Background: an optimization exercise with open tools, aiming at small area, a short achievable clock period and few clock cycles per item. Do not read the settings as production practice. In this exercise RTL edits were held to simulation tests only and were not proved equivalent to the original.

## flow/design.v (module list and top-level ports; edited modules follow where they fit)
// module PipelineTrain: 53 lines
// module PipelineSummer: 44 lines
// module Summer: 67 lines
// module VectorSummer: 74 lines
// module VectorTrim: 102 lines
// module CenteredProjectBox: 88 lines
// module ArgMin: 48 lines
// module am2: 32 lines
// module am3: 50 lines
// module am4: 53 lines
// module am5: 76 lines
// module am6: 80 lines
// module am7: 86 lines
// module am8: 90 lines
// module am14: 151 lines
// module am15: 158 lines
// module am16: 163 lines
// module CenteredCutSearch: 129 lines
// module CenteredSimilarityTransform: 72 lines
// module SortNetwork: 78 lines
// module s1: 25 lines
// module s2: 63 lines
// module s3: 79 lines
// module s4: 84 lines
// module s5: 107 lines
// module s6: 115 lines
// module s7: 134 lines
// module s8: 143 lines
// module s14: 303 lines
// module s15: 311 lines
// module s16: 306 lines
// module PrefixAdder: 83 lines
// module a1: 25 lines
// module a2: 61 lines
// module a3: 68 lines
// module a4: 70 lines
// module a5: 79 lines
// module a6: 82 lines
// module a7: 85 lines
// module a8: 88 lines
// module a9: 102 lines
// module a15: 126 lines
// module a16: 130 lines
// module a17: 153 lines
// module Normalize: 94 lines
// module SingleNormalize: 68 lines
// module MaxIndex: 127 lines
// module CenteredOutSubtract: 119 lines
// module CenteredProjectSimplex: 204 lines
// module CenteredSelectionTest: 64 lines
// module OutSelect: 50 lines
// module CenteredProjectParityPolytope: 215 lines
// module CenteredCheckNodeADMM: 237 lines
// module admm_check_node: 23 lines
module admm_check_node (
	input clk,
	input reset,
	input ready_in,
	input valid_in,
	input [7:0] tag_in,
	input [54:0] messages_in,
	input [54:0] duals_in,
	output busy,
	output ready_out,
	output valid_out,
	output [7:0] tag_out,
	output checkNotSatisfied,
	output [54:0] messages_out,
	output [54:0] duals_out
);
  // ...
==> flow/run.sh <==
#!/bin/bash
# synth_recipe.tcl (not shown) runs the flow's synth.tcl, then flattens the netlist and writes it again
# the make line also repeats each setting of config.mk as NAME=value (left out here)
make -C /OpenROAD-flow-scripts/flow DESIGN_CONFIG=/design/flow/config.mk WORK_HOME=/design/flow/orfs CLKGATE_MAP_FILE= SYNTH_SCRIPT=/design/flow/synth_recipe.tcl finish
==> flow/config.mk <==
export PLATFORM = sky130hd
export DESIGN_NAME = admm_check_node
export DESIGN_NICKNAME = admm_check_node
export VERILOG_FILES = /design/flow/design.v
export SDC_FILE = /design/flow/constraint.sdc
export NUM_CORES = 4
export LEC_CHECK = 0
export CAP_MARGIN = 20
export CORE_MARGIN = 2
export CORE_UTILIZATION = 40
export SLEW_MARGIN = 20
==> flow/constraint.sdc <==
create_clock -name core_clock -period 10.0 [get_ports {clk}]
set_input_delay 2.0000 -clock core_clock [delete_from_list [all_inputs] [get_ports {clk}]]
set_output_delay 2.0000 -clock core_clock [all_outputs]
set_load 0.01 [all_outputs]
==> metrics.cfg, run 1 <==
[run_status]
status = timing/DRC/antenna clean

[die]
fp.coreArea_mm2 = 1.25

[critical_path]
reg2reg_slack_ps = 2190
ff2ff_path_depth = 27
cp.required_ps = 8000
slowest_delay_ps = 800

[layout]
final_common_cell = nand2_1
clkbuf_count = 1982
multi_input_cells = 33900
fin_util = 0.451
seq_cells = 12200
n_all_inverters = 980

[detailed_routing]
drt-initial-drc-count = 25700
drc = 0

[global_route]
grt_pass1_wl_um = 1870000
grt_use_met2 = 0.278
met1_usage = 0.277

[place]
placed_cells = 64500
hpwl_um = 772000

[clock_tree]
postCtsHoldBufs = 0

[timing]
slew_headroom = 0.114
fin_tns_setup_ps = 0
skew_ps = 132
period_needed_ps = 8640
setup_ws_ps = 1360

[synthesis]
synth_top_area_frac = 0.608
ys_seq_elements = 12200
yosysWarnings = 97

Testbench counts, summed over its fixed seeds: cycles 5,176, items 4,800.
==> module admm_check_node, before the edit <==
module admm_check_node (
	input clk,
	input reset,
	input ready_in,
	input valid_in,
	input [7:0] tag_in,
	input [54:0] messages_in,
	input [54:0] duals_in,
	output busy,
	output ready_out,
	output valid_out,
	output [7:0] tag_out,
	output checkNotSatisfied,
	output [54:0] messages_out,
	output [54:0] duals_out
);
CenteredCheckNodeADMM #(
	.TAG_WIDTH(8),
	.BLOCKLENGTH(5),
	.DATA_WIDTH(11),
	.OTHER_FRACTION_WIDTH(6)) check(clk, reset, ready_in, valid_in, tag_in, messages_in, duals_in,
	                                busy, ready_out, valid_out, tag_out, checkNotSatisfied, messages_out, duals_out);
endmodule
==> run 2: changes to the inputs <==
==> flow/design.v (replaced) <==
module acn_reg #(parameter W = 1, parameter ON = 1) (
	input clk,
	input en,
	input [W-1:0] d,
	output [W-1:0] q
);
generate
	if (ON) begin : r
		reg [W-1:0] q_r;
		always @(posedge clk)
			if (en) q_r <= d;
		assign q = q_r;
	end else begin : w
		assign q = d;
	end
endgenerate
endmodule
module acn_divc #(parameter D = 3, parameter N = 20) (
	input [N-1:0] x,
	output [N-1:0] q,
	output [2:0] r
);
localparam L = clog2f(N);
wire [2:0] pv [0:L][0:N-1];
genvar l, k;
generate
	for (k = 0; k < N; k = k + 1) begin : init
		assign pv[0][k] = {2'b00, x[N-1-k]};
	end
	for (l = 0; l < L; l = l + 1) begin : lev
		for (k = 0; k < N; k = k + 1) begin : node
			if ((k >> l) & 1) begin : comb
				localparam integer J = ((k >> l) << l) - 1;
				localparam integer M = pow2mod(k - J);
				assign pv[l+1][k] = addmod(mulmod(pv[l][J], M), pv[l][k]);
			end else begin : pass
				assign pv[l+1][k] = pv[l][k];
			end
		end
	end
	for (k = 0; k < N; k = k + 1) begin : qbits
		if (k == 0) begin : first
			assign q[N-1] = (x[N-1] >= D);
		end else begin : rest
			wire [3:0] tw = {pv[L][k-1], 1'b0} + x[N-1-k];
			assign q[N-1-k] = (tw >= D);
		end
	end
endgenerate
assign r = pv[L][N-1];
function [2:0] addmod;
	input [2:0] a;
	input [2:0] b;
	integer i;
	begin
		addmod = 3'd0;
		for (i = 0; i < D * D; i = i + 1)
			if (a == i / D && b == i % D) addmod = (i / D + i % D) % D;
	end
endfunction
function [2:0] mulmod;
	input [2:0] a;
	input integer m;
	integer i;
	begin
		mulmod = 3'd0;
		for (i = 0; i < D; i = i + 1)
			if (a == i) mulmod = (i * m) % D;
	end
endfunction
function integer pow2mod;
	input integer e;
	integer i;
	begin
		pow2mod = 1;
		for (i = 0; i < e; i = i + 1)
			pow2mod = (pow2mod * 2) % D;
	end
endfunction
function integer clog2f;
	input integer v;
	integer t;
	begin
		t = v - 1;
		for (clog2f = 0; t > 0; clog2f = clog2f + 1)
			t = t >> 1;
	end
endfunction
endmodule
module admm_check_node (
	input clk,
	input reset,
	input ready_in,
	input valid_in,
	input [7:0] tag_in,
	input [54:0] messages_in,
	input [54:0] duals_in,
	output busy,
	output ready_out,
	output valid_out,
	output [7:0] tag_out,
	output checkNotSatisfied,
	output [54:0] messages_out,
	output [54:0] duals_out
);
localparam C1 = 1;  
localparam C2 = 1;  
localparam C3 = 1;  
localparam C4 = 1;  
localparam C5 = 1;  
localparam C6 = 1;  
localparam C7 = 1;  
localparam NS = C1 + C2 + C3 + C4 + C5 + C6 + C7;
wire en = ready_in;
assign ready_out = ready_in;
reg [NS-1:0] vld;
always @(posedge clk or posedge reset)
	if (reset) vld <= {NS{1'b0}};
	else if (en) vld <= {vld[NS-2:0], valid_in};
assign valid_out = vld[NS-1] & ready_in;
assign busy = |vld;
genvar g, h;
wire [79:0] v0_flat;
wire [4:0] xs;
generate
	for (g = 0; g < 5; g = g + 1) begin : s1
		wire [10:0] x = messages_in[11*g +: 11];
		wire [10:0] l = duals_in[11*g +: 11];
		assign v0_flat[16*g +: 16] = {{5{x[10]}}, x} + {l[10], l, 4'b0000};
		assign xs[g] = x[10];
	end
endgenerate
wire cns0 = ^(~xs);
wire [79:0] v1_flat;
wire [8:0] tg1;
acn_reg #(80, C1) r1v (clk, en, v0_flat, v1_flat);
acn_reg #(9, C1) r1t (clk, en, {tag_in, cns0}, tg1);
wire [9:0] a1 [0:4];
wire [4:0] f0;
generate
	for (g = 0; g < 5; g = g + 1) begin : s2
		wire signed [15:0] v = v1_flat[16*g +: 16];
		wire big = (v >= 16'sd512) | (v <= -16'sd512);
		wire [9:0] nv = -v[9:0];
		assign a1[g] = big ? 10'd512 : (v[15] ? nv : v[9:0]);
		assign f0[g] = ~v[15] & (|v);
	end
endgenerate
wire [4:0] amin;
assign amin[0] = (a1[0] <= a1[1]) & (a1[0] <= a1[2]) & (a1[0] <= a1[3]) & (a1[0] <= a1[4]);
assign amin[1] = (a1[1] <  a1[0]) & (a1[1] <= a1[2]) & (a1[1] <= a1[3]) & (a1[1] <= a1[4]);
assign amin[2] = (a1[2] <  a1[0]) & (a1[2] <  a1[1]) & (a1[2] <= a1[3]) & (a1[2] <= a1[4]);
assign amin[3] = (a1[3] <  a1[0]) & (a1[3] <  a1[1]) & (a1[3] <  a1[2]) & (a1[3] <= a1[4]);
assign amin[4] = (a1[4] <  a1[0]) & (a1[4] <  a1[1]) & (a1[4] <  a1[2]) & (a1[4] <  a1[3]);
wire flip = ~(^f0);
wire [4:0] f1 = f0 ^ ({5{flip}} & amin);
wire [79:0] t1_flat;
generate
	for (g = 0; g < 5; g = g + 1) begin : s2t
		wire [15:0] v = v1_flat[16*g +: 16];
		assign t1_flat[16*g +: 16] = f1[g] ? -v : v;
	end
endgenerate
wire [79:0] t2_flat;
wire [4:0] f2;
wire [8:0] tg2;
acn_reg #(80, C2) r2v (clk, en, t1_flat, t2_flat);
acn_reg #(5, C2) r2f (clk, en, f1, f2);
acn_reg #(9, C2) r2t (clk, en, tg1, tg2);
wire [9:0] ge2;
generate
	for (g = 0; g < 5; g = g + 1) begin : s3
		for (h = g + 1; h < 5; h = h + 1) begin : c
			wire signed [15:0] ti = t2_flat[16*g +: 16];
			wire signed [15:0] tj = t2_flat[16*h +: 16];
			assign ge2[pidx(g, h)] = ti >= tj;
		end
	end
endgenerate
wire [79:0] t3_flat;
wire [4:0] f3;
wire [8:0] tg3;
wire [9:0] ge3;
acn_reg #(80, C3) r3v (clk, en, t2_flat, t3_flat);
acn_reg #(5, C3) r3f (clk, en, f2, f3);
acn_reg #(9, C3) r3t (clk, en, tg2, tg3);
acn_reg #(10, C3) r3g (clk, en, ge2, ge3);
wire [2:0] rk [0:4];
generate
	for (g = 0; g < 5; g = g + 1) begin : s4r
		wire [4:0] bef;
		for (h = 0; h < 5; h = h + 1) begin : b
			if (h < g) begin : lo
				assign bef[h] = ge3[pidx(h, g)];
			end else if (h > g) begin : hi
				assign bef[h] = ~ge3[pidx(g, h)];
			end else begin : eq
				assign bef[h] = 1'b0;
			end
		end
		assign rk[g] = bef[0] + bef[1] + bef[2] + bef[3] + bef[4];
	end
endgenerate
wire signed [15:0] s [0:4];
generate
	for (g = 0; g < 5; g = g + 1) begin : s4s
		wire [15:0] m0 = {16{rk[0] == g}} & t3_flat[0 +: 16];
		wire [15:0] m1 = {16{rk[1] == g}} & t3_flat[16 +: 16];
		wire [15:0] m2 = {16{rk[2] == g}} & t3_flat[32 +: 16];
		wire [15:0] m3 = {16{rk[3] == g}} & t3_flat[48 +: 16];
		wire [15:0] m4 = {16{rk[4] == g}} & t3_flat[64 +: 16];
		assign s[g] = m0 | m1 | m2 | m3 | m4;
	end
endgenerate
wire signed [18:0] S1 = s[0] + s[1];
wire signed [18:0] S2 = s[0] + s[1] + s[2];
wire signed [18:0] S3 = s[0] + s[1] + s[2] + s[3];
wire signed [18:0] S4 = s[0] + s[1] + s[2] + s[3] + s[4];
wire signed [19:0] u1 = s[0] - s[1];
wire signed [19:0] u2 = s[0] + s[1] - 2 * s[2];
wire signed [19:0] u3 = s[0] + s[1] + s[2] - 3 * s[3];
wire signed [19:0] u4 = s[0] + s[1] + s[2] + s[3] - 4 * s[4];
wire [4:1] gt = {u4 < 20'sd1024, u3 < 20'sd1024, u2 < 20'sd1024, u1 < 20'sd1024};
wire [4:0] kh = {gt[4], gt[3] & ~gt[4], gt[2] & ~gt[3], gt[1] & ~gt[2], ~gt[1]};  
wire signed [18:0] S0 = s[0];
wire signed [18:0] SK = ({19{kh[0]}} & S0) | ({19{kh[1]}} & S1) | ({19{kh[2]}} & S2) |
                        ({19{kh[3]}} & S3) | ({19{kh[4]}} & S4);
wire [18:0] Pn = 19'sd1024 - SK;  
wire signed [10:0] ct [0:4];
generate
	for (g = 0; g < 5; g = g + 1) begin : s4c
		wire signed [15:0] t = t3_flat[16*g +: 16];
		assign ct[g] = (t <= -16'sd512) ? -11'sd512 : (t >= 16'sd512) ? 11'sd512 : t[10:0];
	end
endgenerate
wire signed [13:0] csum = ct[0] + ct[1] + ct[2] + ct[3] + ct[4];
wire sel4 = csum >= -14'sd1536;
wire [79:0] t4_flat;
wire [4:0] f4;
wire [8:0] tg4;
wire [18:0] Pn4;
wire [4:0] kh4;
wire sel5;
acn_reg #(80, C4) r4v (clk, en, t3_flat, t4_flat);
acn_reg #(5, C4) r4f (clk, en, f3, f4);
acn_reg #(9, C4) r4t (clk, en, tg3, tg4);
acn_reg #(19, C4) r4p (clk, en, Pn, Pn4);
acn_reg #(5, C4) r4k (clk, en, kh, kh4);
acn_reg #(1, C4) r4s (clk, en, sel4, sel5);
wire [19:0] q3;
wire [2:0] m3;
wire [20:0] q5;
wire [2:0] m5;
acn_divc #(3, 20) dv3 ({1'b1, ~Pn4[18], Pn4[17:0]}, q3, m3);
acn_divc #(5, 21) dv5 ({2'b10, ~Pn4[18], Pn4[17:0]}, q5, m5);
wire [18:0] fl3 = {~q3[18], q3[17:0]};
wire [18:0] fl5 = {~q5[18], q5[17:0]};
wire [18:0] Dv = ({19{kh4[0]}} & Pn4) | ({19{kh4[1]}} & {Pn4[18], Pn4[18:1]}) | ({19{kh4[2]}} & fl3) |
                 ({19{kh4[3]}} & {{2{Pn4[18]}}, Pn4[18:2]}) | ({19{kh4[4]}} & fl5);
reg [5:0] ntl;  
always @* begin
	ntl = 6'd0;
	if (kh4[1]) ntl = {Pn4[0], 5'd0};
	if (kh4[3]) ntl = {Pn4[1:0], 4'd0};
	if (kh4[2]) case (m3[1:0]) 2'd1: ntl = 6'd21; 2'd2: ntl = 6'd43; default: ntl = 6'd0; endcase
	if (kh4[4]) case (m5) 3'd1: ntl = 6'd13; 3'd2: ntl = 6'd26; 3'd3: ntl = 6'd38; 3'd4: ntl = 6'd51; default: ntl = 6'd0; endcase
end
wire [79:0] t5_flat;
wire [4:0] f5;
wire [8:0] tg5;
wire [18:0] Dv5;
wire [5:0] ntl5;
wire sel6;
acn_reg #(80, C5) r5v (clk, en, t4_flat, t5_flat);
acn_reg #(5, C5) r5f (clk, en, f4, f5);
acn_reg #(9, C5) r5t (clk, en, tg4, tg5);
acn_reg #(19, C5) r5d (clk, en, Dv, Dv5);
acn_reg #(6, C5) r5n (clk, en, ntl, ntl5);
acn_reg #(1, C5) r5s (clk, en, sel5, sel6);
wire [59:0] jb6;
wire [79:0] v6_flat;
generate
	for (g = 0; g < 5; g = g + 1) begin : s6
		wire signed [15:0] t = t5_flat[16*g +: 16];
		wire signed [18:0] dv = Dv5;
		wire signed [18:0] J = t + dv;
		wire clip = J[18];
		wire y16 = J < 19'sd512;
		assign jb6[12*g +: 12] = {clip, y16, J[9:0]};
		assign v6_flat[16*g +: 16] = f5[g] ? -t : t;
	end
endgenerate
wire [59:0] jb7;
wire [79:0] v7_flat;
wire [4:0] f7;
wire [8:0] tg7;
wire [5:0] ntl7;
wire sel7;
acn_reg #(60, C6) r6j (clk, en, jb6, jb7);
acn_reg #(80, C6) r6v (clk, en, v6_flat, v7_flat);
acn_reg #(5, C6) r6f (clk, en, f5, f7);
acn_reg #(9, C6) r6t (clk, en, tg5, tg7);
acn_reg #(6, C6) r6n (clk, en, ntl5, ntl7);
acn_reg #(1, C6) r6s (clk, en, sel6, sel7);
wire [4:0] lo = ntl7[5:1];
wire [4:0] lo_p = lo + ntl7[0];
wire c_p = ntl7[0] & (&lo);
wire [4:0] lo_n = -lo;
wire c_n = ~(|lo);
wire [54:0] dual7, msg7;
generate
	for (g = 0; g < 5; g = g + 1) begin : s7
		wire [11:0] jb = jb7[12*g +: 12];
		wire f = f7[g];
		wire [10:0] U = {jb[10], ~jb[9], jb[8:0]} ^ {11{f}};
		wire [10:0] Ui = U + (f ? c_n : c_p);
		wire [15:0] sr = jb[11] ? {~f, 15'h4000} : {Ui, f ? lo_n : lo_p};
		wire signed [15:0] v = v7_flat[16*g +: 16];
		wire signed [10:0] c = (v <= -16'sd512) ? -11'sd512 : (v >= 16'sd512) ? 11'sd512 : v[10:0];
		wire [15:0] z = sel7 ? {c, 5'b00000} : sr;
		wire signed [10:0] zh = z[15:5];
		wire nz = |z[4:0];
		wire signed [11:0] zh4 = z[15:4];
		wire zz4 = ~(|z[3:0]);
		wire signed [1:0] nzs = {1'b0, nz};
		wire signed [16:0] N = v - zh + 17'sd8 - nzs;
		wire signed [16:0] G = zh4 - v + 17'sd8;
		assign dual7[11*g +: 11] = (N >= 17'sd16376) ? 11'h3ff :
		                           ((N <= -17'sd16361) | ((N == -17'sd16360) & ~nz)) ? 11'h401 : N[14:4];
		assign msg7[11*g +: 11] = (G >= 17'sd16376) ? 11'h3ff :
		                          ((G <= -17'sd16361) | ((G == -17'sd16360) & zz4)) ? 11'h401 : G[14:4];
	end
endgenerate
acn_reg #(55, C7) r7d (clk, en, dual7, duals_out);
acn_reg #(55, C7) r7m (clk, en, msg7, messages_out);
acn_reg #(9, C7) r7t (clk, en, tg7, {tag_out, checkNotSatisfied});
function integer pidx;
	input integer i;
	input integer j;
	begin
		pidx = i * 4 - (i * (i - 1)) / 2 + (j - i - 1);
	end
endfunction
endmodule
==> metrics.cfg, run 2 <==
[synthesis]
yosysTopAreaCell = edfxtp_1
syn-cell-area_mm2 = 0.0721
yosysWarnings = 12  ; -88%
synth_top_area_frac = 0.336  ; -0.273
synth_nets = 8895
syn_avg_cell_area_um2 = 9.41
synth-async-reset-ratio = 0.00861
synth_ff_type = edfxtp_1
ys_seq_elements = 813  ; -93%
synth_area_leaders = edfxtp_1 (34%), ha_1 (17%), xnor2_1 (5.3%), inv_1 (4.3%), a21oi_1 (3.5%)
synth_most_common_cell = ha_1
synth_cell_types = 99
netlist_instances = 7669
synth_edf_count = 806
ys_top_cells_by_count = ha_1 (996), inv_1 (832), edfxtp_1 (806)
yosysSeqAreaShare = 0.338

[timing]
period_needed_ps = 9650  ; +1000 ps
slew_headroom = 0.240  ; +0.126
finalSetupViolCount = 0
fin_tns_setup_ps = 0  ; unchanged
finalMaxSlewViolations = 0
worst_pin_slew_ps = 1140
fin_crit_sh = 0.965
hold_viol = 0
skew_ps = 44.4  ; -87.1 ps
clock.fmax_ghz = 0.104

[die]
dieHeight_um = 429
chipWidth_um = 429
dieArea_mm2 = 0.184
start_util = 0.403
fp.coreArea_mm2 = 0.179  ; -86%
rows = 155
io_pins = 244

[place]
hpwl_um = 167000  ; -78%
io_buffers = 243
routabilityCongestion = 0.966

[global_route]
grt_overflow = 0
grt_pass1_vias = 57000
antenna_found_initial = 4
grt_max_degree = 165
grt_pass1_wl_um = 330000  ; -82%
track_usage = 0.228

[clock_tree]
cts_buffers = 95
postCtsHoldBufs = 0  ; unchanged
clk_latency_ps = 790
cts_sinks = 813
clock_path_buffers = 3
cts_tree = done
root_buffer = clkbuf_16
htree_levels = 3
path_clk_slew_ps = 60

[worst_hold_path]
hold_path_class = flip-flop to flip-flop

[layout]
final_common_cell = ha_1
layout_common_cells = ha_1 (991), inv_1 (830), edfxtp_1 (806)
num-nets-final = 9158
synthToLayoutAreaGrowth_pct = 12.6
fin_util = 0.454  ; +0.00352
drive_gt1_frac = 0.0551

[critical_path]
crit_type = flip-flop to flip-flop
arrival_ps = 10130
endpoint_kind = flip-flop
worstSetupStartpointType = flip-flop
slowest_delay_ps = 580  ; -220 ps
critPathSlowestCell = fa_1
cp.required_ps = 10490  ; +2490 ps
cp_max_fo = 9

[run_status]
status = timing/DRC/antenna clean

[detailed_routing]
ant_nets = 0
drc = 0  ; unchanged
dr.pass1.iters = 9
avgRoutedWirePerCell_um = 20.7
viasPerCell = 5.72
drt-initial-drc-count = 5507  ; -79%
vias = 59400
wirelength_um = 215000

[run]
drv_cap = 0

## run 2: cell count changes after synthesis, moves of 330 or more
cell	delta
mux2_2	-3304
edfxtp_1	+806
xor2_1	-330
a21oi_1	-332
buf_2	-417
dfrtp_1	-12200
nor2_1	-453
clkbuf_1	-1762
nand2_1	-21500
o21ai_0	-1161
## run 2: path summary, 6_finish.rpt
kind / slack (ps) / from / endpoint / depth (start not counted)
worst min-delay path: 380 / r4v.r.q_r[46]$_DFFE_PP_ / r5v.r.q_r[46]$_DFFE_PP_ / 0
max in group asynchronous: 8310 / reset / vld[5]$_DFFE_PP0P_ / 2
worst max register to register: 350 / r3g.r.q_r[3]$_DFFE_PP_ / r4p.r.q_r[18]$_DFFE_PP_ / 43
worst min register to register: 380 / r4v.r.q_r[46]$_DFFE_PP_ / r5v.r.q_r[46]$_DFFE_PP_ / 0
min in group asynchronous: 1480 / reset / vld[6]$_DFFE_PP0P_ / 2
worst max-delay path: 350 / r3g.r.q_r[3]$_DFFE_PP_ / r4p.r.q_r[18]$_DFFE_PP_ / 43
## run 2: cell families after synthesis
| family | Yosys count | synth area share |
|---|---|---|
| AOI/OAI and AO/OA | 2045 | 0.188 |
| and+or+nand+nor | 1992 | 0.135 |
| adders and majority gates | 1104 | 0.203 |
| buffers and inverters | 1067 | 0.0560 |
| DFF | 813 | 0.338 |
| xor gates and xnor gates | 598 | 0.0726 |
| muxes | 50 | 0.00725 |
## run 2: cell type report
type / instances / area [um^2]
Fill cell: 16900 / 97600
Multi-Input combinational cell: 5789 / 43900
Sequential cell: 813 / 24400
Timing Repair Buffer: 391 / 3610
Inverter: 842 / 3160
Tap cell: 2355 / 2950
Clock buffer: 105 / 2440
Clock inverter: 70 / 796
Antenna cell: 4 / 10.0
## run 2: timing repair
| item | CTS | global route |
|---|---|---|
| setup endpoints to repair | 0 | 16 |
| gates resized for setup | 0 | 49 |
| buffers inserted | 0 | 13 |
## run 2: metrics by stage
| step | hold slack (ps) | cell area, um^2 | cells | setup WS (ps) |
|---|---|---|---|---|
| after floorplan | 400 | 72100 | 7669 | 422 |
| after global placement | 400 | 77700 | 10200 | 129 |
| after detailed placement | 405 | 77700 | 10200 | 119 |
| after CTS | 377 | 80900 | 10400 | 37.1 |
| after global routing | 400 | 81200 | 10400 | -56.6 |
| final | 381 | 81200 | 10400 | 355 |
## run 2: layer usage
layer | wire [um] | GRT usage | up-vias
met5 | 34 | 0 | -
met4 | 8460 | 0.0902 | 4
met3 | 13000 | 0.0320 | 442
met2 | 99400 | 0.376 | 2034
met1 | 94200 | 0.300 | 28300
li1 | - | - | 28600
## run 2: worst max-delay path, delay by kind of cell, from the launching register on
family	cells	cell delay [ps]
adder cells (fa/ha/maj)	8	2680
AO/OA/AOI/OAI	14	2560
AND/OR/NAND/NOR	10	2160
buffers and inverters	8	1130
flip-flops	1	410
XOR/XNOR	3	400
Testbench counts of run 2, summed over its fixed seeds: cycles 4,856, items 4,800.
==> run 3: changes to the inputs <==
--- a/flow/design.v
+++ b/flow/design.v
@@ -168,5 +168,5 @@
 acn_reg #(5, C2) r2f (clk, en, f1, f2);
 acn_reg #(9, C2) r2t (clk, en, tg1, tg2);
-wire [9:0] ge2;
+wire [9:0] ge;
 generate
 	for (g = 0; g < 5; g = g + 1) begin : s3
@@ -174,25 +174,17 @@
 			wire signed [15:0] ti = t2_flat[16*g +: 16];
 			wire signed [15:0] tj = t2_flat[16*h +: 16];
-			assign ge2[pidx(g, h)] = ti >= tj;
+			assign ge[pidx(g, h)] = ti >= tj;
 		end
 	end
 endgenerate
-wire [79:0] t3_flat;
-wire [4:0] f3;
-wire [8:0] tg3;
-wire [9:0] ge3;
-acn_reg #(80, C3) r3v (clk, en, t2_flat, t3_flat);
-acn_reg #(5, C3) r3f (clk, en, f2, f3);
-acn_reg #(9, C3) r3t (clk, en, tg2, tg3);
-acn_reg #(10, C3) r3g (clk, en, ge2, ge3);
 wire [2:0] rk [0:4];
 generate
-	for (g = 0; g < 5; g = g + 1) begin : s4r
+	for (g = 0; g < 5; g = g + 1) begin : s3r
 		wire [4:0] bef;
 		for (h = 0; h < 5; h = h + 1) begin : b
 			if (h < g) begin : lo
-				assign bef[h] = ge3[pidx(h, g)];
+				assign bef[h] = ge[pidx(h, g)];
 			end else if (h > g) begin : hi
-				assign bef[h] = ~ge3[pidx(g, h)];
+				assign bef[h] = ~ge[pidx(g, h)];
 			end else begin : eq
 				assign bef[h] = 1'b0;
@@ -202,19 +194,34 @@
 	end
 endgenerate
+wire [79:0] s2_flat;
+generate
+	for (g = 0; g < 5; g = g + 1) begin : s3s
+		wire [15:0] m0 = {16{rk[0] == g}} & t2_flat[0 +: 16];
+		wire [15:0] m1 = {16{rk[1] == g}} & t2_flat[16 +: 16];
+		wire [15:0] m2 = {16{rk[2] == g}} & t2_flat[32 +: 16];
+		wire [15:0] m3 = {16{rk[3] == g}} & t2_flat[48 +: 16];
+		wire [15:0] m4 = {16{rk[4] == g}} & t2_flat[64 +: 16];
+		assign s2_flat[16*g +: 16] = m0 | m1 | m2 | m3 | m4;
+	end
+endgenerate
+wire [79:0] t3_flat;
+wire [79:0] s3_flat;
+wire [4:0] f3;
+wire [8:0] tg3;
+acn_reg #(80, C3) r3v (clk, en, t2_flat, t3_flat);
+acn_reg #(80, C3) r3s (clk, en, s2_flat, s3_flat);
+acn_reg #(5, C3) r3f (clk, en, f2, f3);
+acn_reg #(9, C3) r3t (clk, en, tg2, tg3);
 wire signed [15:0] s [0:4];
 generate
 	for (g = 0; g < 5; g = g + 1) begin : s4s
-		wire [15:0] m0 = {16{rk[0] == g}} & t3_flat[0 +: 16];
-		wire [15:0] m1 = {16{rk[1] == g}} & t3_flat[16 +: 16];
-		wire [15:0] m2 = {16{rk[2] == g}} & t3_flat[32 +: 16];
-		wire [15:0] m3 = {16{rk[3] == g}} & t3_flat[48 +: 16];
-		wire [15:0] m4 = {16{rk[4] == g}} & t3_flat[64 +: 16];
-		assign s[g] = m0 | m1 | m2 | m3 | m4;
+		assign s[g] = s3_flat[16*g +: 16];
 	end
 endgenerate
-wire signed [18:0] S1 = s[0] + s[1];
-wire signed [18:0] S2 = s[0] + s[1] + s[2];
-wire signed [18:0] S3 = s[0] + s[1] + s[2] + s[3];
-wire signed [18:0] S4 = s[0] + s[1] + s[2] + s[3] + s[4];
+wire signed [18:0] N0 = 19'sd1024 - s[0];
+wire signed [18:0] N1 = 19'sd1024 - s[0] - s[1];
+wire signed [18:0] N2 = 19'sd1024 - s[0] - s[1] - s[2];
+wire signed [18:0] N3 = 19'sd1024 - s[0] - s[1] - s[2] - s[3];
+wire signed [18:0] N4 = 19'sd1024 - s[0] - s[1] - s[2] - s[3] - s[4];
 wire signed [19:0] u1 = s[0] - s[1];
 wire signed [19:0] u2 = s[0] + s[1] - 2 * s[2];
@@ -223,8 +230,6 @@
 wire [4:1] gt = {u4 < 20'sd1024, u3 < 20'sd1024, u2 < 20'sd1024, u1 < 20'sd1024};
 wire [4:0] kh = {gt[4], gt[3] & ~gt[4], gt[2] & ~gt[3], gt[1] & ~gt[2], ~gt[1]};  
-wire signed [18:0] S0 = s[0];
-wire signed [18:0] SK = ({19{kh[0]}} & S0) | ({19{kh[1]}} & S1) | ({19{kh[2]}} & S2) |
-                        ({19{kh[3]}} & S3) | ({19{kh[4]}} & S4);
-wire [18:0] Pn = 19'sd1024 - SK;  
+wire [18:0] Pn = ({19{kh[0]}} & N0) | ({19{kh[1]}} & N1) | ({19{kh[2]}} & N2) |
+                 ({19{kh[3]}} & N3) | ({19{kh[4]}} & N4);  
 wire signed [10:0] ct [0:4];
 generate
@@ -278,5 +283,11 @@
 acn_reg #(6, C5) r5n (clk, en, ntl, ntl5);
 acn_reg #(1, C5) r5s (clk, en, sel5, sel6);
-wire [59:0] jb6;
+wire [4:0] lo = ntl5[5:1];
+wire [4:0] lo_p = lo + ntl5[0];
+wire c_p = ntl5[0] & (&lo);
+wire [4:0] lo_n = -lo;
+wire c_n = ~(|lo);
+wire [54:0] ui6;
+wire [4:0] clip6;
 wire [79:0] v6_flat;
 generate
@@ -285,35 +296,31 @@
 		wire signed [18:0] dv = Dv5;
 		wire signed [18:0] J = t + dv;
-		wire clip = J[18];
 		wire y16 = J < 19'sd512;
-		assign jb6[12*g +: 12] = {clip, y16, J[9:0]};
-		assign v6_flat[16*g +: 16] = f5[g] ? -t : t;
+		wire f = f5[g];
+		wire [10:0] U = {y16, ~J[9], J[8:0]} ^ {11{f}};
+		assign ui6[11*g +: 11] = U + (f ? c_n : c_p);
+		assign clip6[g] = J[18];
+		assign v6_flat[16*g +: 16] = f ? -t : t;
 	end
 endgenerate
-wire [59:0] jb7;
+wire [54:0] ui7;
+wire [4:0] clip7;
 wire [79:0] v7_flat;
 wire [4:0] f7;
 wire [8:0] tg7;
-wire [5:0] ntl7;
+wire [4:0] lop7, lon7;
 wire sel7;
-acn_reg #(60, C6) r6j (clk, en, jb6, jb7);
+acn_reg #(55, C6) r6u (clk, en, ui6, ui7);
+acn_reg #(5, C6) r6c (clk, en, clip6, clip7);
 acn_reg #(80, C6) r6v (clk, en, v6_flat, v7_flat);
 acn_reg #(5, C6) r6f (clk, en, f5, f7);
 acn_reg #(9, C6) r6t (clk, en, tg5, tg7);
-acn_reg #(6, C6) r6n (clk, en, ntl5, ntl7);
+acn_reg #(10, C6) r6l (clk, en, {lo_p, lo_n}, {lop7, lon7});
 acn_reg #(1, C6) r6s (clk, en, sel6, sel7);
-wire [4:0] lo = ntl7[5:1];
-wire [4:0] lo_p = lo + ntl7[0];
-wire c_p = ntl7[0] & (&lo);
-wire [4:0] lo_n = -lo;
-wire c_n = ~(|lo);
 wire [54:0] dual7, msg7;
 generate
 	for (g = 0; g < 5; g = g + 1) begin : s7
-		wire [11:0] jb = jb7[12*g +: 12];
 		wire f = f7[g];
-		wire [10:0] U = {jb[10], ~jb[9], jb[8:0]} ^ {11{f}};
-		wire [10:0] Ui = U + (f ? c_n : c_p);
-		wire [15:0] sr = jb[11] ? {~f, 15'h4000} : {Ui, f ? lo_n : lo_p};
+		wire [15:0] sr = clip7[g] ? {~f, 15'h4000} : {ui7[11*g +: 11], f ? lon7 : lop7};
 		wire signed [15:0] v = v7_flat[16*g +: 16];
 		wire signed [10:0] c = (v <= -16'sd512) ? -11'sd512 : (v >= 16'sd512) ? 11'sd512 : v[10:0];
@@ -321,7 +328,7 @@
 		wire signed [10:0] zh = z[15:5];
 		wire nz = |z[4:0];
+		wire signed [1:0] nzs = {1'b0, nz};
 		wire signed [11:0] zh4 = z[15:4];
 		wire zz4 = ~(|z[3:0]);
-		wire signed [1:0] nzs = {1'b0, nz};
 		wire signed [16:0] N = v - zh + 17'sd8 - nzs;
 		wire signed [16:0] G = zh4 - v + 17'sd8;
==> metrics.cfg, run 3 <==
[die]
dieHeight_um = 443  ; +3.3%
io_pins = 244  ; unchanged
dieArea_mm2 = 0.196  ; +6.7%
chipWidth_um = 443  ; +3.3%
fp.coreArea_mm2 = 0.192  ; +7.4%
rows = 161  ; +3.9%
start_util = 0.401  ; -0.00215

[worst_hold_path]
hold_path_class = flip-flop to flip-flop
hp-start = r4v.r.q_r[63]$_DFFE_PP_

[critical_path]
endpoint_kind = flip-flop
path_buf_inv = 2  ; -6
arrival_ps = 9070  ; -1060 ps
crit_type = flip-flop to flip-flop
slowest_delay_ps = 660  ; +80 ps
critPathLaunch = r3s.r.q_r[0]$_DFFE_PP_
worstSetupStartpointType = flip-flop
rr_startpoint = r3s.r.q_r[0]$_DFFE_PP_
cp_max_fo = 18  ; +9
cp.required_ps = 10480  ; about the same
path_delay_family = compound AO/OA/AOI/OAI gates
critPathSlowestCell = o31ai_1

[layout]
layout_common_cells = ha_1 (1031), edfxtp_1 (880), inv_1 (839)
multi_input_area_mm2 = 0.0463  ; +5.6%
fillers = 18200  ; +7.6%
final_common_cell = ha_1
drive_gt1_frac = 0.0452  ; -0.00985
synthToLayoutAreaGrowth_pct = 11.4
seqCellArea_mm2 = 0.0266  ; +9.1%
final_area_mm2 = 0.0858  ; +5.6%
instances_no_fill = 10800  ; +3.9%
num-nets-final = 9434  ; +3.0%

[clock_tree]
cts_setup_buffers = 0  ; unchanged
htree_levels = 3  ; unchanged
path_clk_slew_ps = 60  ; about the same
root_buffer = clkbuf_16
cts_tree = done
cts_sinks = 887  ; +9.1%
cts_buffers = 102  ; +7.4%
clk_latency_ps = 760  ; -30 ps
postCtsHoldBufs = 0  ; unchanged
cts_resized = 0  ; unchanged
clock_path_buffers = 3  ; unchanged

[timing]
slew_headroom = 0.213  ; -0.0268
finalMaxSlewViolations = 0  ; unchanged
setup_ws_ps = 1420  ; +1060 ps
worst_pin_slew_ps = 1170  ; +25.4 ps
fin_crit_sh = 0.858  ; -0.106
finalSetupViolCount = 0  ; unchanged
hold_viol = 0  ; unchanged
grt_setup_unrepaired = no
fin_tns_setup_ps = 0  ; unchanged
skew_ps = 52.2  ; +7.76 ps
period_needed_ps = 8580  ; -1060 ps
clock.fmax_ghz = 0.116  ; +12%
whs_ps = 406  ; +25.6 ps

[detailed_routing]
vias = 62000  ; +4.5%
avgRoutedWirePerCell_um = 20.2  ; -2.8%
ant_nets = 0  ; unchanged
drc = 0  ; unchanged
viasPerCell = 5.76  ; +0.56%
drt-initial-drc-count = 6224  ; +13%
dr.pass1.iters = 11  ; +2
wirelength_um = 217000  ; +1.1%

[global_route]
grt_overflow = 0  ; unchanged
grt_max_degree = 179  ; +8.5%
grt_pass1_wl_um = 337000  ; +2.1%
track_usage = 0.215  ; -0.0126
antenna_found_initial = 4  ; unchanged
grt_pass1_vias = 59000  ; +3.5%

[synthesis]
syn-cell-area_mm2 = 0.0770  ; +6.8%
synth_ff_type = edfxtp_1
yosysSeqAreaShare = 0.345  ; +0.00735
syn_avg_cell_area_um2 = 9.68  ; +2.9%
ys_seq_elements = 887  ; +9.1%
synth_area_leaders = edfxtp_1 (34%), ha_1 (17%), xnor2_1 (5.0%), inv_1 (4.1%), a21oi_1 (3.0%)
synth_edf_count = 880  ; +9.2%
synth-async-reset-ratio = 0.00789  ; -0.000718
synth_cell_types = 125  ; +26%
ys_top_cells_by_count = ha_1 (1031), edfxtp_1 (880), inv_1 (839)
netlist_instances = 7962  ; +3.8%
yosysTopAreaCell = edfxtp_1
synth_nets = 9225  ; +3.7%
synth_top_area_frac = 0.343  ; +0.00751
yosysWarnings = 11  ; -1
synth_most_common_cell = ha_1

[run_status]
status = timing/DRC/antenna clean

[place]
routabilityCongestion = 0.919  ; -4.9%
hpwl_um = 166000  ; -0.53%
dp_slack_ps = 1620  ; +1500 ps
io_buffers = 243  ; unchanged
place_area_mm2 = 0.0824  ; +6.1%
placed_cells = 10600  ; +4.1%

[run]
drv_cap = 0  ; unchanged

[run 3: cell count changes after synthesis, sizes merged, moves of 26 or more]
cell,before,now
edfxtp,806,880
nand2,629,573
a221o,58,16
nand2b,125,86
mux2i,32,70
a222oi,49,85
ha,996,1031
a21oi,500,467
clkbuf,188,157
buf,37,67
a2111oi,14,40
[run 3: metrics by stage]
stage / utilization
after floorplan: -
after global placement: 0.429
after detailed placement: 0.429
after CTS: 0.447
after global routing: 0.447
final: 0.447
[run 3: logic make-up after synthesis]
logic type | after synthesis | synth area share
and+or+nand+nor | 2004 | 0.131
AOI/OAI and AO/OA | 2137 | 0.190
xor gates and xnor gates | 624 | 0.0715
muxes | 96 | 0.0130
DFF | 887 | 0.345
adders and majority gates | 1142 | 0.196
buffers and inverters | 1072 | 0.0534
[run 3: worst paths after layout]
path	end	slack, ps	cells past startpoint
min in group asynchronous	vld[6]$_DFFE_PP0P_	1510	2
max	r4p.r.q_r[17]$_DFFE_PP_	1420	29
max reg2reg	r4p.r.q_r[17]$_DFFE_PP_	1420	29
min	r5v.r.q_r[63]$_DFFE_PP_	410	0
min reg2reg	r5v.r.q_r[63]$_DFFE_PP_	410	0
max in group asynchronous	vld[5]$_DFFE_PP0P_	8280	2
[run 3: layout make-up]
| type | count | area share |
|---|---|---|
| inverters | 848 | 0.0371 |
| flip-flops and latches | 887 | 0.310 |
| clock buffers | 121 | 0.0306 |
| multi-input cells | 6003 | 0.540 |
| well taps | 2526 | 0.0368 |
| diodes | 1 | 0.0000292 |
| clock inverters | 63 | 0.00900 |
| repair buffers | 329 | 0.0362 |
[run 3: layer usage]
| layer | track usage | part of all wire | up-vias |
|---|---|---|---|
| li1 | - | - | 30000 |
| met1 | 0.294 | 0.45 | 29500 |
| met3 | 0.0333 | 0.065 | 425 |
| met4 | 0.0683 | 0.034 | 2 |
| met5 | 0 | 0.000060 | - |
| met2 | 0.347 | 0.45 | 2143 |
Testbench counts of run 3, summed over its fixed seeds: cycles 4,856, items 4,800.
==> run 4: changes to the inputs <==
==> flow/design.v (replaced) <==
module acn_reg #(parameter W = 1, parameter ON = 1) (
	input clk,
	input en,
	input [W-1:0] d,
	output [W-1:0] q
);
generate
	if (ON) begin : r
		reg [W-1:0] q_r;
		always @(posedge clk)
			if (en) q_r <= d;
		assign q = q_r;
	end else begin : w
		assign q = d;
	end
endgenerate
endmodule
module acn_csa #(parameter W = 8) (
	input [W-1:0] a,
	input [W-1:0] b,
	input [W-1:0] c,
	output [W-1:0] s,
	output [W-1:0] cy
);
wire [W-1:0] m = (a & b) | (c & (a ^ b));
assign s = a ^ b ^ c;
assign cy = {m[W-2:0], 1'b0};
endmodule
module acn_divc #(parameter D = 3, parameter N = 20) (
	input [N-1:0] x,
	output [N-1:0] q,
	output [2:0] r
);
localparam L = clog2f(N);
wire [2:0] pv [0:L][0:N-1];
genvar l, k;
generate
	for (k = 0; k < N; k = k + 1) begin : init
		assign pv[0][k] = {2'b00, x[N-1-k]};
	end
	for (l = 0; l < L; l = l + 1) begin : lev
		for (k = 0; k < N; k = k + 1) begin : node
			if ((k >> l) & 1) begin : comb
				localparam integer J = ((k >> l) << l) - 1;
				localparam integer M = pow2mod(k - J);
				assign pv[l+1][k] = addmod(mulmod(pv[l][J], M), pv[l][k]);
			end else begin : pass
				assign pv[l+1][k] = pv[l][k];
			end
		end
	end
	for (k = 0; k < N; k = k + 1) begin : qbits
		if (k == 0) begin : first
			assign q[N-1] = (x[N-1] >= D);
		end else begin : rest
			wire [3:0] tw = {pv[L][k-1], 1'b0} + x[N-1-k];
			assign q[N-1-k] = (tw >= D);
		end
	end
endgenerate
assign r = pv[L][N-1];
function [2:0] addmod;
	input [2:0] a;
	input [2:0] b;
	integer i;
	begin
		addmod = 3'd0;
		for (i = 0; i < D * D; i = i + 1)
			if (a == i / D && b == i % D) addmod = (i / D + i % D) % D;
	end
endfunction
function [2:0] mulmod;
	input [2:0] a;
	input integer m;
	integer i;
	begin
		mulmod = 3'd0;
		for (i = 0; i < D; i = i + 1)
			if (a == i) mulmod = (i * m) % D;
	end
endfunction
function integer pow2mod;
	input integer e;
	integer i;
	begin
		pow2mod = 1;
		for (i = 0; i < e; i = i + 1)
			pow2mod = (pow2mod * 2) % D;
	end
endfunction
function integer clog2f;
	input integer v;
	integer t;
	begin
		t = v - 1;
		for (clog2f = 0; t > 0; clog2f = clog2f + 1)
			t = t >> 1;
	end
endfunction
endmodule
module admm_check_node (
	input clk,
	input reset,
	input ready_in,
	input valid_in,
	input [7:0] tag_in,
	input [54:0] messages_in,
	input [54:0] duals_in,
	output busy,
	output ready_out,
	output valid_out,
	output [7:0] tag_out,
	output checkNotSatisfied,
	output [54:0] messages_out,
	output [54:0] duals_out
);
localparam C1 = 1;  
localparam C2 = 1;  
localparam C3 = 1;  
localparam C4 = 1;  
localparam C5 = 1;  
localparam C6 = 1;  
localparam NS = C1 + C2 + C3 + C4 + C5 + C6;
wire en = ready_in;
assign ready_out = ready_in;
reg [NS-1:0] vld;
always @(posedge clk or posedge reset)
	if (reset) vld <= {NS{1'b0}};
	else if (en) vld <= {vld[NS-2:0], valid_in};
assign valid_out = vld[NS-1] & ready_in;
assign busy = |vld;
genvar g, h;
wire [74:0] w0_flat;
wire [4:0] sv0;
wire [4:0] xs;
generate
	for (g = 0; g < 5; g = g + 1) begin : s1
		wire signed [10:0] x = messages_in[11*g +: 11];
		wire signed [10:0] l = duals_in[11*g +: 11];
		wire signed [15:0] xe = x;
		wire signed [15:0] le = {l[10], l, 4'b0000};
		wire signed [15:0] v = xe + le;
		wire signed [15:0] nv = -xe - le;
		assign sv0[g] = v[15];
		assign w0_flat[15*g +: 15] = v[15] ? nv[14:0] : v[14:0];
		assign xs[g] = x[10];
	end
endgenerate
wire cns0 = ^(~xs);
wire [74:0] w1_flat;
wire [4:0] sv1;
wire [8:0] tg1;
acn_reg #(75, C1) r1w (clk, en, w0_flat, w1_flat);
acn_reg #(5, C1) r1s (clk, en, sv0, sv1);
acn_reg #(9, C1) r1t (clk, en, {tag_in, cns0}, tg1);
wire [14:0] w [0:4];
wire [4:0] big, f0;
generate
	for (g = 0; g < 5; g = g + 1) begin : s2w
		assign w[g] = w1_flat[15*g +: 15];
		assign big[g] = |w[g][14:9];
		assign f0[g] = ~sv1[g] & (|w[g]);
	end
endgenerate
wire [9:0] le;
generate
	for (g = 0; g < 5; g = g + 1) begin : s2c
		for (h = g + 1; h < 5; h = h + 1) begin : c
			assign le[pidx(g, h)] = w[g] <= w[h];
		end
	end
endgenerate
wire [4:0] bef [0:4];
wire [4:0] amin;
generate
	for (g = 0; g < 5; g = g + 1) begin : s2b
		wire [4:0] am;
		for (h = 0; h < 5; h = h + 1) begin : b
			if (h < g) begin : lo
				assign bef[g][h] = le[pidx(h, g)];
				assign am[h] = ~(le[pidx(h, g)] | big[g]);
			end else if (h > g) begin : hi
				assign bef[g][h] = ~le[pidx(g, h)];
				assign am[h] = le[pidx(g, h)] | big[h];
			end else begin : eq
				assign bef[g][h] = 1'b0;
				assign am[h] = 1'b1;
			end
		end
		assign amin[g] = &am;
	end
endgenerate
wire flip = ~(^f0);
wire [4:0] f2 = f0 ^ ({5{flip}} & amin);
wire [4:0] ts2 = f2 ^ sv1;  
wire [2:0] rk [0:4];
generate
	for (g = 0; g < 5; g = g + 1) begin : s2r
		wire [2:0] wr = bef[g][0] + bef[g][1] + bef[g][2] + bef[g][3] + bef[g][4];
		wire mb = |(amin & bef[g]);
		assign rk[g] = ~flip ? wr : amin[g] ? 3'd0 : wr + {2'b00, ~mb};
	end
endgenerate
wire [79:0] s2_flat;
generate
	for (g = 0; g < 5; g = g + 1) begin : s2s
		wire [15:0] t [0:4];
		wire [15:0] m [0:4];
		for (h = 0; h < 5; h = h + 1) begin : mm
			assign t[h] = ts2[h] ? -{1'b0, w[h]} : {1'b0, w[h]};
			assign m[h] = {16{rk[h] == g}} & t[h];
		end
		assign s2_flat[16*g +: 16] = m[0] | m[1] | m[2] | m[3] | m[4];
	end
endgenerate
wire [79:0] s3_flat;
wire [74:0] w3_flat;
wire [4:0] sv3, ts3;
wire [8:0] tg3;
acn_reg #(80, C2) r2s (clk, en, s2_flat, s3_flat);
acn_reg #(75, C2) r2w (clk, en, w1_flat, w3_flat);
acn_reg #(5, C2) r2v (clk, en, sv1, sv3);
acn_reg #(5, C2) r2f (clk, en, ts2, ts3);
acn_reg #(9, C2) r2t (clk, en, tg1, tg3);
wire signed [15:0] s [0:4];
generate
	for (g = 0; g < 5; g = g + 1) begin : s3s
		assign s[g] = s3_flat[16*g +: 16];
	end
endgenerate
wire [18:0] ns [0:4];
generate
	for (g = 0; g < 5; g = g + 1) begin : s3n
		assign ns[g] = ~{{3{s[g][15]}}, s[g]};
	end
endgenerate
wire [18:0] a012s, a012c, a3s, a3c, k4s, k4c, a4s, a4c, a4t, a4u, k2s, k2c;
acn_csa #(19) cs0 (ns[0], ns[1], ns[2], a012s, a012c);
acn_csa #(19) cs1 (a012s, a012c, 19'd1027, k2s, k2c);
acn_csa #(19) cs2 (a012s, a012c, ns[3], a3s, a3c);
acn_csa #(19) cs3 (ns[3], ns[4], 19'd1029, k4s, k4c);
acn_csa #(19) cs4 (a012s, a012c, k4s, a4s, a4c);
acn_csa #(19) cs5 (a4s, a4c, k4c, a4t, a4u);
wire [18:0] a3t, a3u;
acn_csa #(19) cs6 (a3s, a3c, 19'd1028, a3t, a3u);
wire signed [18:0] N0 = ns[0] + 19'd1025;
wire signed [18:0] N1 = ns[0] + ns[1] + 19'd1026;
wire signed [18:0] N2 = k2s + k2c;
wire signed [18:0] N3 = a3t + a3u;
wire signed [18:0] N4 = a4t + a4u;
wire [16:0] d1 = s[0] - s[1];
wire [16:0] d2 = s[1] - s[2];
wire [16:0] d3 = s[2] - s[3];
wire [16:0] d4 = s[3] - s[4];
wire b1 = |d1[16:10];
wire b2 = |d2[16:10];
wire b3 = |d3[16:10];
wire b4 = |d4[16:10];
wire [12:0] u2 = d1[9:0] + {d2[9:0], 1'b0};
wire [13:0] e1 = {4'd0, d1[9:0]};
wire [13:0] e2 = {3'd0, d2[9:0], 1'b0};
wire [13:0] e3 = {3'd0, d3[9:0], 1'b0};
wire [13:0] e3b = {4'd0, d3[9:0]};
wire [13:0] e4 = {2'd0, d4[9:0], 2'b00};
wire [13:0] p3s, p3c, p3t, p3u, p4s, p4c, p4t, p4u;
acn_csa #(14) cu0 (e1, e2, e3, p3s, p3c);
acn_csa #(14) cu1 (p3s, p3c, e3b, p3t, p3u);
acn_csa #(14) cu2 (p3t, p3u, e4, p4t, p4u);
wire [13:0] u3 = p3t + p3u;
wire [13:0] u4 = p4t + p4u;
wire [4:1] gt;
assign gt[1] = ~b1;
assign gt[2] = ~b1 & ~b2 & (u2 < 13'd1024);
assign gt[3] = ~b1 & ~b2 & ~b3 & (u3 < 14'd1024);
assign gt[4] = ~b1 & ~b2 & ~b3 & ~b4 & (u4 < 14'd1024);
wire [74:0] w4_flat;
wire [4:0] sv4, ts4;
wire [8:0] tg4;
wire [94:0] N4_flat;
wire [4:1] gt4;
acn_reg #(75, C3) r3w (clk, en, w3_flat, w4_flat);
acn_reg #(5, C3) r3v (clk, en, sv3, sv4);
acn_reg #(5, C3) r3f (clk, en, ts3, ts4);
acn_reg #(9, C3) r3t (clk, en, tg3, tg4);
acn_reg #(95, C3) r3p (clk, en, {N4, N3, N2, N1, N0}, N4_flat);
acn_reg #(4, C3) r3k (clk, en, gt, gt4);
wire [4:0] kh4 = {gt4[4], gt4[3] & ~gt4[4], gt4[2] & ~gt4[3], gt4[1] & ~gt4[2], ~gt4[1]};  
wire [18:0] M0 = N4_flat[0 +: 19];
wire [18:0] M1 = N4_flat[19 +: 19];
wire [18:0] M2 = N4_flat[38 +: 19];
wire [18:0] M3 = N4_flat[57 +: 19];
wire [18:0] M4 = N4_flat[76 +: 19];
wire [19:0] q3;
wire [2:0] m3;
wire [20:0] q5;
wire [2:0] m5;
acn_divc #(3, 20) dv3 ({1'b1, ~M2[18], M2[17:0]}, q3, m3);
acn_divc #(5, 21) dv5 ({2'b10, ~M4[18], M4[17:0]}, q5, m5);
wire [18:0] fl3 = {~q3[18], q3[17:0]};
wire [18:0] fl5 = {~q5[18], q5[17:0]};
wire [18:0] Dv = ({19{kh4[0]}} & M0) | ({19{kh4[1]}} & {M1[18], M1[18:1]}) | ({19{kh4[2]}} & fl3) |
                 ({19{kh4[3]}} & {{2{M3[18]}}, M3[18:2]}) | ({19{kh4[4]}} & fl5);
wire signed [10:0] ct [0:4];
generate
	for (g = 0; g < 5; g = g + 1) begin : s4c
		wire [14:0] wv = w4_flat[15*g +: 15];
		wire [9:0] cm = (|wv[14:9]) ? 10'd512 : wv[9:0];
		assign ct[g] = ts4[g] ? -{1'b0, cm} : {1'b0, cm};
	end
endgenerate
wire [13:0] ce [0:4];
generate
	for (g = 0; g < 5; g = g + 1) begin : s4ce
		assign ce[g] = {{3{ct[g][10]}}, ct[g]};
	end
endgenerate
wire [13:0] cs_a, cs_b, cs_c, cs_d, cs_e, cs_f;
acn_csa #(14) cc0 (ce[0], ce[1], ce[2], cs_a, cs_b);
acn_csa #(14) cc1 (cs_a, cs_b, ce[3], cs_c, cs_d);
acn_csa #(14) cc2 (cs_c, cs_d, ce[4], cs_e, cs_f);
wire signed [13:0] csum = cs_e + cs_f;
wire sel4 = csum >= -14'sd1536;
reg [5:0] ntl;  
always @* begin
	ntl = 6'd0;
	if (kh4[1]) ntl = {M1[0], 5'd0};
	if (kh4[3]) ntl = {M3[1:0], 4'd0};
	if (kh4[2]) case (m3[1:0]) 2'd1: ntl = 6'd21; 2'd2: ntl = 6'd43; default: ntl = 6'd0; endcase
	if (kh4[4]) case (m5) 3'd1: ntl = 6'd13; 3'd2: ntl = 6'd26; 3'd3: ntl = 6'd38; 3'd4: ntl = 6'd51; default: ntl = 6'd0; endcase
end
wire [74:0] w5_flat;
wire [4:0] sv5, ts5;
wire [8:0] tg5;
wire [18:0] Dv5;
wire [5:0] ntl5;
wire sel5;
acn_reg #(75, C4) r4w (clk, en, w4_flat, w5_flat);
acn_reg #(5, C4) r4v (clk, en, sv4, sv5);
acn_reg #(5, C4) r4f (clk, en, ts4, ts5);
acn_reg #(9, C4) r4t (clk, en, tg4, tg5);
acn_reg #(19, C4) r4d (clk, en, Dv, Dv5);
acn_reg #(6, C4) r4n (clk, en, ntl, ntl5);
acn_reg #(1, C4) r4s (clk, en, sel4, sel5);
wire [4:0] lo = ntl5[5:1];
wire [4:0] lo_p = lo + ntl5[0];
wire c_p = ntl5[0] & (&lo);
wire [4:0] lo_n = -lo;
wire c_n = ~(|lo);
wire [79:0] z5_flat;
generate
	for (g = 0; g < 5; g = g + 1) begin : s5
		wire [14:0] wv = w5_flat[15*g +: 15];
		wire signed [18:0] tx = {4'b0000, wv} ^ {19{ts5[g]}};
		wire signed [1:0] tc = {1'b0, ts5[g]};
		wire signed [18:0] dv = Dv5;
		wire [19:0] Jx = {dv, 1'b1} + {tx, ts5[g]};
		wire signed [18:0] J = Jx[19:1];
		wire y16 = J < 19'sd512;
		wire sv = sv5[g];
		wire f = ts5[g] ^ sv;
		wire [10:0] U = {y16, ~J[9], J[8:0]} ^ {11{f}};
		wire [10:0] Ui = U + (f ? c_n : c_p);
		wire [15:0] sr = J[18] ? {~f, 15'h4000} : {Ui, f ? lo_n : lo_p};
		wire [9:0] cm = (|wv[14:9]) ? 10'd512 : wv[9:0];
		wire [10:0] c = sv ? -{1'b0, cm} : {1'b0, cm};
		assign z5_flat[16*g +: 16] = sel5 ? {c, 5'b00000} : sr;
	end
endgenerate
wire [79:0] z6_flat;
wire [74:0] w6_flat;
wire [4:0] sv6;
wire [8:0] tg6;
acn_reg #(80, C5) r5z (clk, en, z5_flat, z6_flat);
acn_reg #(75, C5) r5w (clk, en, w5_flat, w6_flat);
acn_reg #(5, C5) r5v (clk, en, sv5, sv6);
acn_reg #(9, C5) r5t (clk, en, tg5, tg6);
wire [54:0] dual6, msg6;
generate
	for (g = 0; g < 5; g = g + 1) begin : s6
		wire sv = sv6[g];
		wire [14:0] wv = w6_flat[15*g +: 15];
		wire [15:0] z = z6_flat[16*g +: 16];
		wire signed [10:0] zh = z[15:5];
		wire nz = |z[4:0];
		wire signed [1:0] nzs = {1'b0, nz};
		wire signed [11:0] zh4 = z[15:4];
		wire zz4 = ~(|z[3:0]);
		wire signed [16:0] vx = {2'b00, wv} ^ {17{sv}};    
		wire signed [16:0] nvx = {2'b00, wv} ^ {17{~sv}};  
		wire signed [1:0] svs = {1'b0, sv};
		wire signed [1:0] nsvs = {1'b0, ~sv};
		wire [16:0] nzh = ~{{6{zh[10]}}, zh};
		wire [16:0] kn = {13'd0, 4'd8 + {3'd0, sv} + {3'd0, ~nz}};
		wire [16:0] ns_, nc_;
		acn_csa #(17) cn (vx, nzh, kn, ns_, nc_);
		wire signed [16:0] N = ns_ + nc_;
		wire [16:0] zh4e = {{5{zh4[11]}}, zh4};
		wire [16:0] kg = {13'd0, 4'd8 + {3'd0, ~sv}};
		wire [16:0] gs_, gc_;
		acn_csa #(17) cg (zh4e, nvx, kg, gs_, gc_);
		wire signed [16:0] G = gs_ + gc_;
		assign dual6[11*g +: 11] = (N >= 17'sd16376) ? 11'h3ff :
		                           ((N <= -17'sd16361) | ((N == -17'sd16360) & ~nz)) ? 11'h401 : N[14:4];
		assign msg6[11*g +: 11] = (G >= 17'sd16376) ? 11'h3ff :
		                          ((G <= -17'sd16361) | ((G == -17'sd16360) & zz4)) ? 11'h401 : G[14:4];
	end
endgenerate
acn_reg #(55, C6) r6d (clk, en, dual6, duals_out);
acn_reg #(55, C6) r6m (clk, en, msg6, messages_out);
acn_reg #(9, C6) r6t (clk, en, tg6, {tag_out, checkNotSatisfied});
function integer pidx;
	input integer i;
	input integer j;
	begin
		pidx = i * 4 - (i * (i - 1)) / 2 + (j - i - 1);
	end
endfunction
endmodule
--- a/flow/config.mk
+++ b/flow/config.mk
@@ -6,6 +6,8 @@
 export NUM_CORES = 4
 export LEC_CHECK = 0
+export ABC_AREA = 1
 export CAP_MARGIN = 20
 export CORE_MARGIN = 2
 export CORE_UTILIZATION = 40
+export SETUP_SLACK_MARGIN = 5.0
 export SLEW_MARGIN = 20
==> metrics.cfg, run 4 <==
[synthesis]
synth_area_leaders = edfxtp_1 (34%), ha_1 (17%), inv_1 (7.2%), nand2_1 (6.6%), xor2_1 (6.4%)
synth_top_area_frac = 0.336  ; -0.00749
synth_top_family_by_area = adder cells
ys_seq_elements = 870  ; -1.9%
ys_top_cells_by_count = inv_1 (1489), nand2_1 (1354), ha_1 (1045)
synth_edf_count = 864  ; -1.8%
yosysTopAreaCell = edfxtp_1
synth_most_common_cell = inv_1
synth_compound_area_frac = 0.130  ; -0.0599
syn-cell-area_mm2 = 0.0773  ; +0.37%
synth-simple-area-share = 0.151  ; +0.0199
netlist_instances = 8924  ; +12%
synth_fa_ha_area_frac = 0.213  ; +0.0172
synth-async-reset-ratio = 0.00690  ; -0.000995
synth-xor-area-share = 0.0877  ; +0.0162
syn_avg_cell_area_um2 = 8.66  ; -10%
synth_ff_type = edfxtp_1
yosysSeqAreaShare = 0.337  ; -0.00782
yosysWarnings = 13  ; +2
muxShareOfSynthArea = 0.000129  ; -0.0129
synth_cell_types = 85  ; -32%
synth_nets = 10300  ; +11%

[layout]
num-nets-final = 10900  ; +15%
layout_common_cells = inv_1 (1401), nand2_1 (1301), ha_1 (999)
synthToLayoutAreaGrowth_pct = 18.5
top_regs = r3p.r.q_r: 95 flops, r2s.r.q_r: 80 flops, r5z.r.q_r: 80 flops
regMostFlops = r3p.r.q_r
seqCellArea_mm2 = 0.0261  ; -1.9%
largest_reg_flops = 95
fin_util = 0.476  ; +0.0294
drive_gt1_frac = 0.114  ; +0.0687
multi_input_area_mm2 = 0.0472  ; +1.9%
fillers = 18000  ; -0.87%
final_common_cell = inv_1

[die]
io_pins = 244  ; unchanged
dieArea_mm2 = 0.197  ; +0.37%
fp.coreArea_mm2 = 0.192  ; +0.21%
chipWidth_um = 444  ; +0.19%
dieHeight_um = 444  ; +0.19%
rows = 161  ; unchanged
start_util = 0.402  ; +0.000655

[critical_path]
rr_startpoint = r2s.r.q_r[1]$_DFFE_PP_
critPathSlowestCell = fa_1
cp_max_fo = 4  ; -14
endpoint_kind = flip-flop
reg2reg_slack_ps = 4200  ; +2790 ps
r2r_end = r3k.r.q_r[3]$_DFFE_PP_
cp.required_ps = 10610  ; +130 ps
path_delay_family = adder cells
slowest_delay_ps = 570  ; -90 ps
path_buf_inv = 5  ; +3
arrival_ps = 6410  ; -2660 ps
worstSetupStartpointType = flip-flop
ff2ff_path_depth = 27  ; -6.9%
critPathLaunch = r2s.r.q_r[1]$_DFFE_PP_
crit_type = flip-flop to flip-flop

[global_route]
track_usage = 0.229  ; +0.0145
grt_overflow = 0  ; unchanged
grt_pass1_vias = 61600  ; +4.5%
grt_max_degree = 164  ; -8.4%
grt_pass1_wl_um = 354000  ; +4.9%
antenna_found_initial = 9  ; +5

[clock_tree]
clk_latency_ps = 790  ; +30 ps
htree_levels = 3  ; unchanged
cts_sinks = 870  ; -1.9%
postCtsHoldBufs = 0  ; unchanged
root_buffer = clkbuf_16
cts_tree = done
cts_buffers = 100  ; -2.0%
clock_path_buffers = 3  ; unchanged
path_clk_slew_ps = 60  ; about the same

[timing]
hold_viol = 0  ; unchanged
finalSetupViolCount = 0  ; unchanged
skew_ps = 88.7  ; +36.6 ps
slew_headroom = 0.256  ; +0.0433
period_needed_ps = 5800  ; -2790 ps
worst_pin_slew_ps = 1100  ; -61.9 ps
fin_tns_setup_ps = 0  ; unchanged
finalMaxSlewViolations = 0  ; unchanged
fin_crit_sh = 0.580  ; -0.279
grt_setup_unrepaired = yes
clock.fmax_ghz = 0.172  ; +48%

[detailed_routing]
viasPerCell = 5.34  ; -7.3%
drc = 0  ; unchanged
vias = 65000  ; +4.7%
drt-initial-drc-count = 5175  ; -17%
ant_nets = 0  ; unchanged
wirelength_um = 235000  ; +8.1%
avgRoutedWirePerCell_um = 19.3  ; -4.2%
dr.pass1.iters = 6  ; -5

[worst_hold_path]
hold_path_class = flip-flop to flip-flop
hp-start = r2w.r.q_r[24]$_DFFE_PP_
hold_depth = 0  ; unchanged
min_to = r3w.r.q_r[24]$_DFFE_PP_

[place]
io_buffers = 243  ; unchanged
hpwl_um = 181000  ; +9.0%
routabilityCongestion = 0.985  ; +7.2%

[run_status]
status = timing/DRC/antenna clean

[run]
drv_cap = 0  ; unchanged

==> run 4: cell count changes after synthesis, sizes merged, moves of 132 or more <==
cell	before	now
nand2	573	1377
inv	844	1521
xor2	182	563
nor2	377	625
xnor2	441	211
nand3	157	367
a21oi	467	665
nor2b	135	0
a22oi	146	14
==> run 4: worst max path at each step <==
stage                     cells after the start  slack [ps]                     end
after global routing                         28        3850  r3k.r.q_r[3]$_DFFE_PP_
after detailed placement                     27        3800  r3k.r.q_r[3]$_DFFE_PP_
final                                        27        4200  r3k.r.q_r[3]$_DFFE_PP_
after global placement                       27        3780  r3k.r.q_r[3]$_DFFE_PP_
after floorplan                              28        4850  r3k.r.q_r[3]$_DFFE_PP_
after CTS                                    26        4380  r3k.r.q_r[3]$_DFFE_PP_
==> run 4: logic make-up (layout without fill, tap and decap cells) <==
family                   count (synthesis)  after routing
buffers and inverters                 1641           2352
flip-flops                             870            870
multiplexers                             1              1
XOR/XNOR                               774            774
AND/OR/NAND/NOR                       2712           2713
AO/OA/AOI/OAI                         1710           1711
adder cells (fa/ha/maj)               1216           1216
other                                    0              5
==> run 4: final cells by class <==
class,count,area share
clock buffers,114,0.0279
flip-flops and latches,870,0.285
multi-input cells,6415,0.516
diodes,5,0.000137
clock inverters,67,0.00912
well taps,2526,0.0345
repair inverters,3,0.000218
inverters,1535,0.0644
repair buffers,633,0.0635
==> run 4: per-layer routing <==
layer  vias up  global-route usage  share of wire  wire length [um]
li1      31500                   -              -                 -
met1     30700               0.310           0.44            103000
met2      2189               0.370           0.45            106000
met3       495              0.0317          0.067             15700
met4         8              0.0943          0.045             10700
met5         -                   0        0.00022                52
==> run 4: through the flow <==
stage                     instance area, um^2  setup slack [ps]  hold slack (ps)  instances
final                                   91600              4200              405      12200
after global placement                  82800              3780              401      11600
after detailed placement                82900              3800              405      11600
after global routing                    91600              3850              418      12200
after floorplan                         77400              4850              400       8924
after CTS                               88700              4380              410      12000
==> run 4: what timing repair did <==
action,in CTS,in global routing
pin swaps,85,140
gates resized for setup,199,408
gates cloned,1,5
setup buffers,206,151
setup endpoints to repair,138,235
Testbench counts of run 4, summed over its fixed seeds: cycles 4,848, items 4,800.

afterwards: timing with drivers on the ports:
Ports are ideal in the flow. The routed layouts listed here were re-timed in OpenROAD.
Step 1 (the two cells are an assumption about what drives the block):
set clk [get_ports {clk}]
set_driving_cell -lib_cell sky130_fd_sc_hd__clkbuf_16 $clk
set_driving_cell -lib_cell sky130_fd_sc_hd__buf_2 [delete_from_list [all_inputs] $clk]
Step 2 adds t to the input delays and takes it off the output delays; t is the mean of the earliest and latest rising clock arrival at the registers after step 1. Input paths then give back, and output paths get back, about the clock's delay inside the block.
a / b / c = ideal / step 1 / step 2; a / b = the first two.
run	t (ns)	setup WS [ns]	worst data-port slew with drivers (ns)	pins driven straight from the clock port
run 1	1.383	1.359 / 1.204 / 1.204	0.25	1
run 2	0.845	0.355 / 0.355 / 0.355	0.05	1
run 3	0.806	1.416 / 1.416 / 1.416	0.06	1
run 4	0.826	4.203 / 4.203 / 4.203	0.19	1
After both steps setup and hold are still met in every run listed. The setup slack of run 1, which loses most, moves by -0.155 ns with the drivers and by -0.155 ns with both steps.
